Context: an optimization exercise on an open-source flow, tuned for small area. The choices shown serve that exercise and are no tape-out recipe. Function was checked by simulation only, so behaviour that the tests miss may differ from the original. The clock port is modelled as an ideal driver; clocking choices that lean on that would not hold on a real chip. Power is estimated from default activity; no workload was simulated.

==> inputs of exp/ember <==
==> flow/design.v <==
module t11_cpu(
  input         clk,
  input         reset,
  output [15:0] addr,
  input  [15:0] din,
  output [15:0] dout,
  output        wr_n
);
localparam F0 = 5'd0;   
localparam F1 = 5'd1;   
localparam F2 = 5'd2;   
localparam J0 = 5'd3;   
localparam N2 = 5'd4;   
localparam B0 = 5'd5;   
localparam B1 = 5'd6;
localparam B2 = 5'd7;
localparam B3 = 5'd8;   
localparam B4 = 5'd9;
localparam B5 = 5'd10;  
localparam PS = 5'd11;  
localparam D1 = 5'd12;  
localparam PD = 5'd13;  
localparam S0 = 5'd16;
localparam T0 = 5'd20;
reg [127:0] RF;         
reg [15:0]  W1, IR, DI;
reg         Z;
reg [4:0]   st;
wire       i6 = IR[15];
wire [2:0] i5 = IR[14:12];
wire [2:0] i4 = IR[11:9];
wire [2:0] i3 = IR[8:6];
wire [2:0] i2 = IR[5:3];
wire [2:0] i1 = IR[2:0];
wire rt   = st[4];
wire dst  = st[2];
wire [1:0] step = st[1:0];
wire src  = rt & ~dst;
wire dstr = rt & dst;
wire [2:0] smode = i5 == 3'd0 ? i2 : i5 == 3'd1 ? i4 : {i5[1:0], 1'b0};
wire [2:0] mode  = dst ? i2 : smode;
wire m0   = mode == 3'd0;
wire m1   = mode == 3'd1;
wire m24  = mode == 3'd2 || mode == 3'd4;    
wire m35  = mode == 3'd3 || mode == 3'd5;    
wire mdec = mode[2];                          
wire m67  = mode[2] & mode[1];
wire s_addr_r  = (st == F0) | (rt & step == 2'd0 & ~m0 & ~m67);
wire s_addr_di = rt & step == 2'd1 & m35;
wire s_wr      = dstr & ((step == 2'd0 & (m1 | m24)) | (step == 2'd1 & m35));
wire s_w1_rd   = src & step == 2'd0 & m0;                        
wire s_w1_di   = src & ((step == 2'd1 & (m1 | m24)) | (step == 2'd2 & m35));
wire s_incdec  = rt & ((step == {~dst, dst} & m24) | (step == {1'b1, ~dst} & m35));
wire s_t0      = dstr & step == 2'd0 & m0;                       
wire last      = rt & (m0 | m67 & step == 2'd0 | s_incdec | (m1 & step == {1'b0, ~dst}));
wire use_pc = (st == F0) | (st == F2) | (st == B5);
wire [2:0] ridx = ~rt ? 3'd7 : (dst | i5 == 3'd0) ? i1 : i3;
wire sel_w1 = (st == D1) | s_t0;
wire sel_di = s_addr_di | s_w1_di;
wire sel_rf = use_pc | s_addr_r | s_w1_rd | s_incdec;
wire sel_ps = reset & (st == J0);
reg [15:0] pc_rst;
always @(*)
  case (din[15:13])
    3'd0: pc_rst = 16'hc004;
    3'd1: pc_rst = 16'h8004;
    3'd2: pc_rst = 16'h4004;
    3'd3: pc_rst = 16'h2004;
    3'd4: pc_rst = 16'h1004;
    3'd5: pc_rst = 16'h0004;
    3'd6: pc_rst = 16'hf604;
    default: pc_rst = 16'hf404;
  endcase
reg [15:0] X;
integer k;
always @(*) begin
  X = ({16{sel_w1}} & W1) | ({16{sel_di}} & DI) | ({16{sel_ps}} & pc_rst);
  for (k = 0; k < 8; k = k + 1)
    X = X | ({16{sel_rf && ridx == k}} & RF[k*16 +: 16]);
end
wire w2 = ~i6 | (i1[2:1] == 2'b11);
wire sub = (s_incdec & mdec) | (st == D1) | (st == B5) | (st == B4);
wire [4:0] K = (st == B5) ? {IR[3:0], 1'b0} :
               (st == F2 | s_incdec) ? {3'b000, w2, ~w2} :
               (st == D1 | st == B4) ? 5'd1 : 5'd0;
wire [15:0] Kx = {11'd0, K} ^ {16{sub}};
reg [15:0] ALU;
reg [16:0] c;
integer b;
always @(*) begin
  c[0] = sub;
  for (b = 0; b < 16; b = b + 1) begin
    ALU[b] = X[b] ^ Kx[b] ^ c[b];
    c[b+1] = (X[b] & Kx[b]) | (c[b] & (X[b] ^ Kx[b]));
    if (b == 8)
      c[9] = sub ? (c[5] | (|X[8:5])) : (c[5] & (&X[8:5]));
    if (b == 12)
      c[13] = sub ? (c[9] | (|X[12:9])) : (c[9] & (&X[12:9]));
  end
end
assign addr = (s_addr_r | s_addr_di) ? X : 16'd0;
assign dout = W1;
assign wr_n = ~s_wr;
wire rf_we = ~reset & ((st == F2) | (st == B5) | s_incdec | s_t0);
wire [2:0] widx = use_pc ? 3'd7 : src ? i3 : i1;
integer r;
always @(posedge clk) begin
  for (r = 0; r < 8; r = r + 1) begin
    if ((rf_we && widx == r) || (reset && r == 7)) begin
      RF[r*16 +: 8] <= ALU[7:0];
      if (!i6 || reset) RF[r*16+8 +: 8] <= ALU[15:8];
    end
  end
end
wire w1_we = ~reset & (s_w1_rd | s_w1_di | (st == D1) | (st == B1) | (st == B4));
always @(posedge clk) begin
  if (w1_we) W1[7:0] <= ALU[7:0];
  if (w1_we & ~i6) W1[15:8] <= ALU[15:8];
end
always @(posedge clk) begin
  DI <= din;
  if (st == F1) IR[7:0] <= DI[7:0];
  if (st == F1 && !i6) IR[14:8] <= DI[14:8];
  if (reset) IR[15] <= 1'b0;
  else if (st == F1 && !i6) IR[15] <= DI[15];
end
always @(posedge clk) begin
  if (st == D1) Z <= W1 == 16'd1;    
  else if (st == B3) Z <= IR[3:0] == 4'd0 && (~i6 || W1[14:8] == 7'd0);
end
reg [4:0] nst;
always @(*) begin
  case (st)
    F0: nst = F1;
    F1: nst = F2;
    F2: nst = i5 == 3'd0 ? (i4 == 3'd0 ? F0 : i4 == 3'd1 ? B0 : i4 == 3'd5 ? PS : J0) :
              i5 == 3'd1 ? PS :
              (i5 == 3'd4 || i5 == 3'd5 || i5 == 3'd6) ? S0 : J0;
    N2: nst = J0;
    B0: nst = Z ? N2 : B1;
    B1: nst = B2;
    B2: nst = B3;
    B3: nst = B4;
    B4: nst = B5;
    B5: nst = J0;
    PS: nst = S0;
    D1: nst = PD;
    PD: nst = T0;
    default:
      if (rt) begin
        if (m67 && step == 2'd0) nst = F0;
        else if (last) nst = dst ? (i5 == 3'd1 ? N2 : J0) :
                                   (i5 == 3'd1 ? PD : i5 == 3'd0 ? D1 : J0);
        else nst = st + 5'd1;
      end else nst = F0;    
  endcase
end
always @(posedge clk)
  if (reset) st <= J0;
  else st <= nst;
endmodule
==> flow/flow/run.sh <==
#!/bin/bash
# The standard layout (standard.sh) with four changes:
#  - synthesis restructures the logic with ABC (&deepsyn, iteration-bound so it is
#    deterministic) and maps it with the area-oriented mapper (flow/abc_area.script,
#    used through ABC_AREA=1 from a copy of the ORFS scripts folder); the synthesis
#    script itself and every register it makes are unchanged;
#  - ports are buffered with the smallest buffer (buf_1);
#  - CTS builds its tree from clkbuf_8 and adds no dummy loads;
#  - after CTS, leaf clock buffers with few sinks become clkbuf_4
#    (flow/clk_leaf_resize.tcl).
set -e
cp standard.sh standard_sh_copy.log
rm -rf scripts_abc_area
cp -r "$FLOW_HOME/scripts" scripts_abc_area
cp flow/abc_area.script scripts_abc_area/abc_area.script
SCRIPTS_DIR="$PWD/scripts_abc_area" bash standard.sh synth > standard_synth.log 2>&1
export BUFFER_PORTS_ARGS="-buffer_cell sky130_fd_sc_hd__buf_1"
export CTS_ARGS="-sink_clustering_enable -repair_clock_nets -dont_use_dummy_load -buf_list sky130_fd_sc_hd__clkbuf_8"
bash standard.sh cts > standard_cts.log 2>&1
RES_DIR="$PWD/orfs/results/sky130hd/t11_cpu/base" openroad -no_init -exit flow/clk_leaf_resize.tcl > clk_leaf_resize.log 2>&1
bash standard.sh > standard_finish.log 2>&1
==> flow/flow/abc_area.script <==
&get -n
&deepsyn -I 3 -J 200
&put
dch -f
amap
topo
stime -c
==> flow/flow/clk_leaf_resize.tcl <==
# After CTS: leaf clock buffers that drive at most LEAF_MAX flip-flop clock
# pins are swapped from clkbuf_8 to the smaller clkbuf_4 (same pins, same
# origin; the smaller cell stays inside the old one's sites).
set res $::env(RES_DIR)
set leaf_max 11
read_db $res/4_1_cts.odb
set db [ord::get_db]
set small [$db findMaster sky130_fd_sc_hd__clkbuf_4]
set n 0
foreach inst [[ord::get_db_block] getInsts] {
  if {[[$inst getMaster] getName] != "sky130_fd_sc_hd__clkbuf_8"} { continue }
  set net [[$inst findITerm X] getNet]
  set sinks 0
  set leaf 1
  foreach it [$net getITerms] {
    if {[$it getInst] == $inst} { continue }
    incr sinks
    if {[[$it getMTerm] getName] != "CLK"} { set leaf 0 }
  }
  if {$leaf && $sinks <= $leaf_max} {
    $inst swapMaster $small
    incr n
    puts "resized [$inst getName]: $sinks sinks"
  }
}
puts "clock leaf buffers resized: $n"
write_db $res/4_1_cts.odb
==> flow/standard.sh <==
#!/bin/bash
# synth_recipe.tcl (not shown) runs the flow's synth.tcl, then flattens the netlist and writes it again
# the make line also repeats each setting of config.mk as NAME=value (left out here)
make -C /OpenROAD-flow-scripts/flow DESIGN_CONFIG=/design/flow/config.mk WORK_HOME=/design/flow/orfs CLKGATE_MAP_FILE= SYNTH_SCRIPT=/design/flow/synth_recipe.tcl "${@:-finish}"
==> flow/config.mk <==
export PLATFORM = sky130hd
export DESIGN_NAME = t11_cpu
export DESIGN_NICKNAME = t11_cpu
export VERILOG_FILES = /design/flow/design.v
export SDC_FILE = /design/flow/constraint.sdc
export NUM_CORES = 4
export LEC_CHECK = 0
export ABC_AREA = 1
export CAP_MARGIN = 20
export CORE_MARGIN = 2
export CORE_UTILIZATION = 40
export SLEW_MARGIN = 20
==> flow/constraint.sdc <==
create_clock -name core_clock -period 11.0 [get_ports {clk}]
set_input_delay 2.2000 -clock core_clock [delete_from_list [all_inputs] [get_ports {clk}]]
set_output_delay 2.2000 -clock core_clock [all_outputs]
set_load 0.01 [all_outputs]
==> exp/delta (differences from exp/ember) <==
--- a/flow/flow/run.sh
+++ b/flow/flow/run.sh
@@ -2,4 +2,3 @@
 # The standard layout (standard.sh) with four changes:
-#  - synthesis restructures the logic with ABC (&deepsyn, iteration-bound so it is
-#    deterministic) and maps it with the area-oriented mapper (flow/abc_area.script,
+#  - synthesis maps the logic with ABC's area-oriented mapper (flow/abc_area.script,
 #    used through ABC_AREA=1 from a copy of the ORFS scripts folder); the synthesis
==> flow/flow/abc_area.script (replaced) <==
strash; dch -f; amap; topo; stime -c
==> summary.txt <==
Of exp/ember and exp/delta, exp/delta has the higher cell area (gap 1.3%, measured against exp/delta).
Against exp/delta, the critical path depth of exp/ember is higher by 4.
In exp/delta the combinational power is larger than in exp/ember, by about 17%.
In exp/delta the area after synthesis is higher than in exp/ember, by 1.0%.
==> figures <==
Status: exp/delta finished clean; exp/ember finished clean
Share of the synthesized area in the top cell type: exp/delta 0.6357; exp/ember 0.6421
Period utilisation layout: exp/delta 0.7690; exp/ember 0.9078
Met1 capacity usage during global routing: exp/delta 0.2837; exp/ember 0.2923
Clock share of power: exp/delta 0.143; exp/ember 0.150
Global-route wire length before repair: exp/delta 31390 um; exp/ember 31130 um
Number of signal-net inverters in the final layout: exp/delta 47; exp/ember 43
Worst setup margin: exp/delta 2.541 ns; exp/ember 1.014 ns
Effective utilization at floorplan: exp/delta 0.4054; exp/ember 0.4041
Met3 Resource Use GR: exp/delta 0.04725; exp/ember 0.03635

-- what the ideal ports hide --
Ports are ideal in the flow. The routed layouts listed here were re-timed in OpenROAD. Step 1 assumes that a clkbuf_16 drives the clock port and a buf_2 every other input. Step 2 moves the port delays by t, midway between the first and last clock arrival at a register: inputs arrive t later, outputs are due t later. That takes back most of the time a late clock gives input paths. Slacks: ideal ports / drivers / drivers and shift; pairs: ideal ports / drivers.
run | shift t [ns] | slack for setup (ns) | worst setup path at the end | latest minus earliest clock arrival (ns) | cell pins on the clock port's net
exp/ember | 0.479 | 1.014 / 1.014 / 1.014 | register to register | 0.036 / 0.035 | 1
exp/delta | 0.482 | 2.541 / 2.541 / 2.541 | register to register | 0.038 / 0.037 | 1
After both steps every run listed still meets setup and hold.
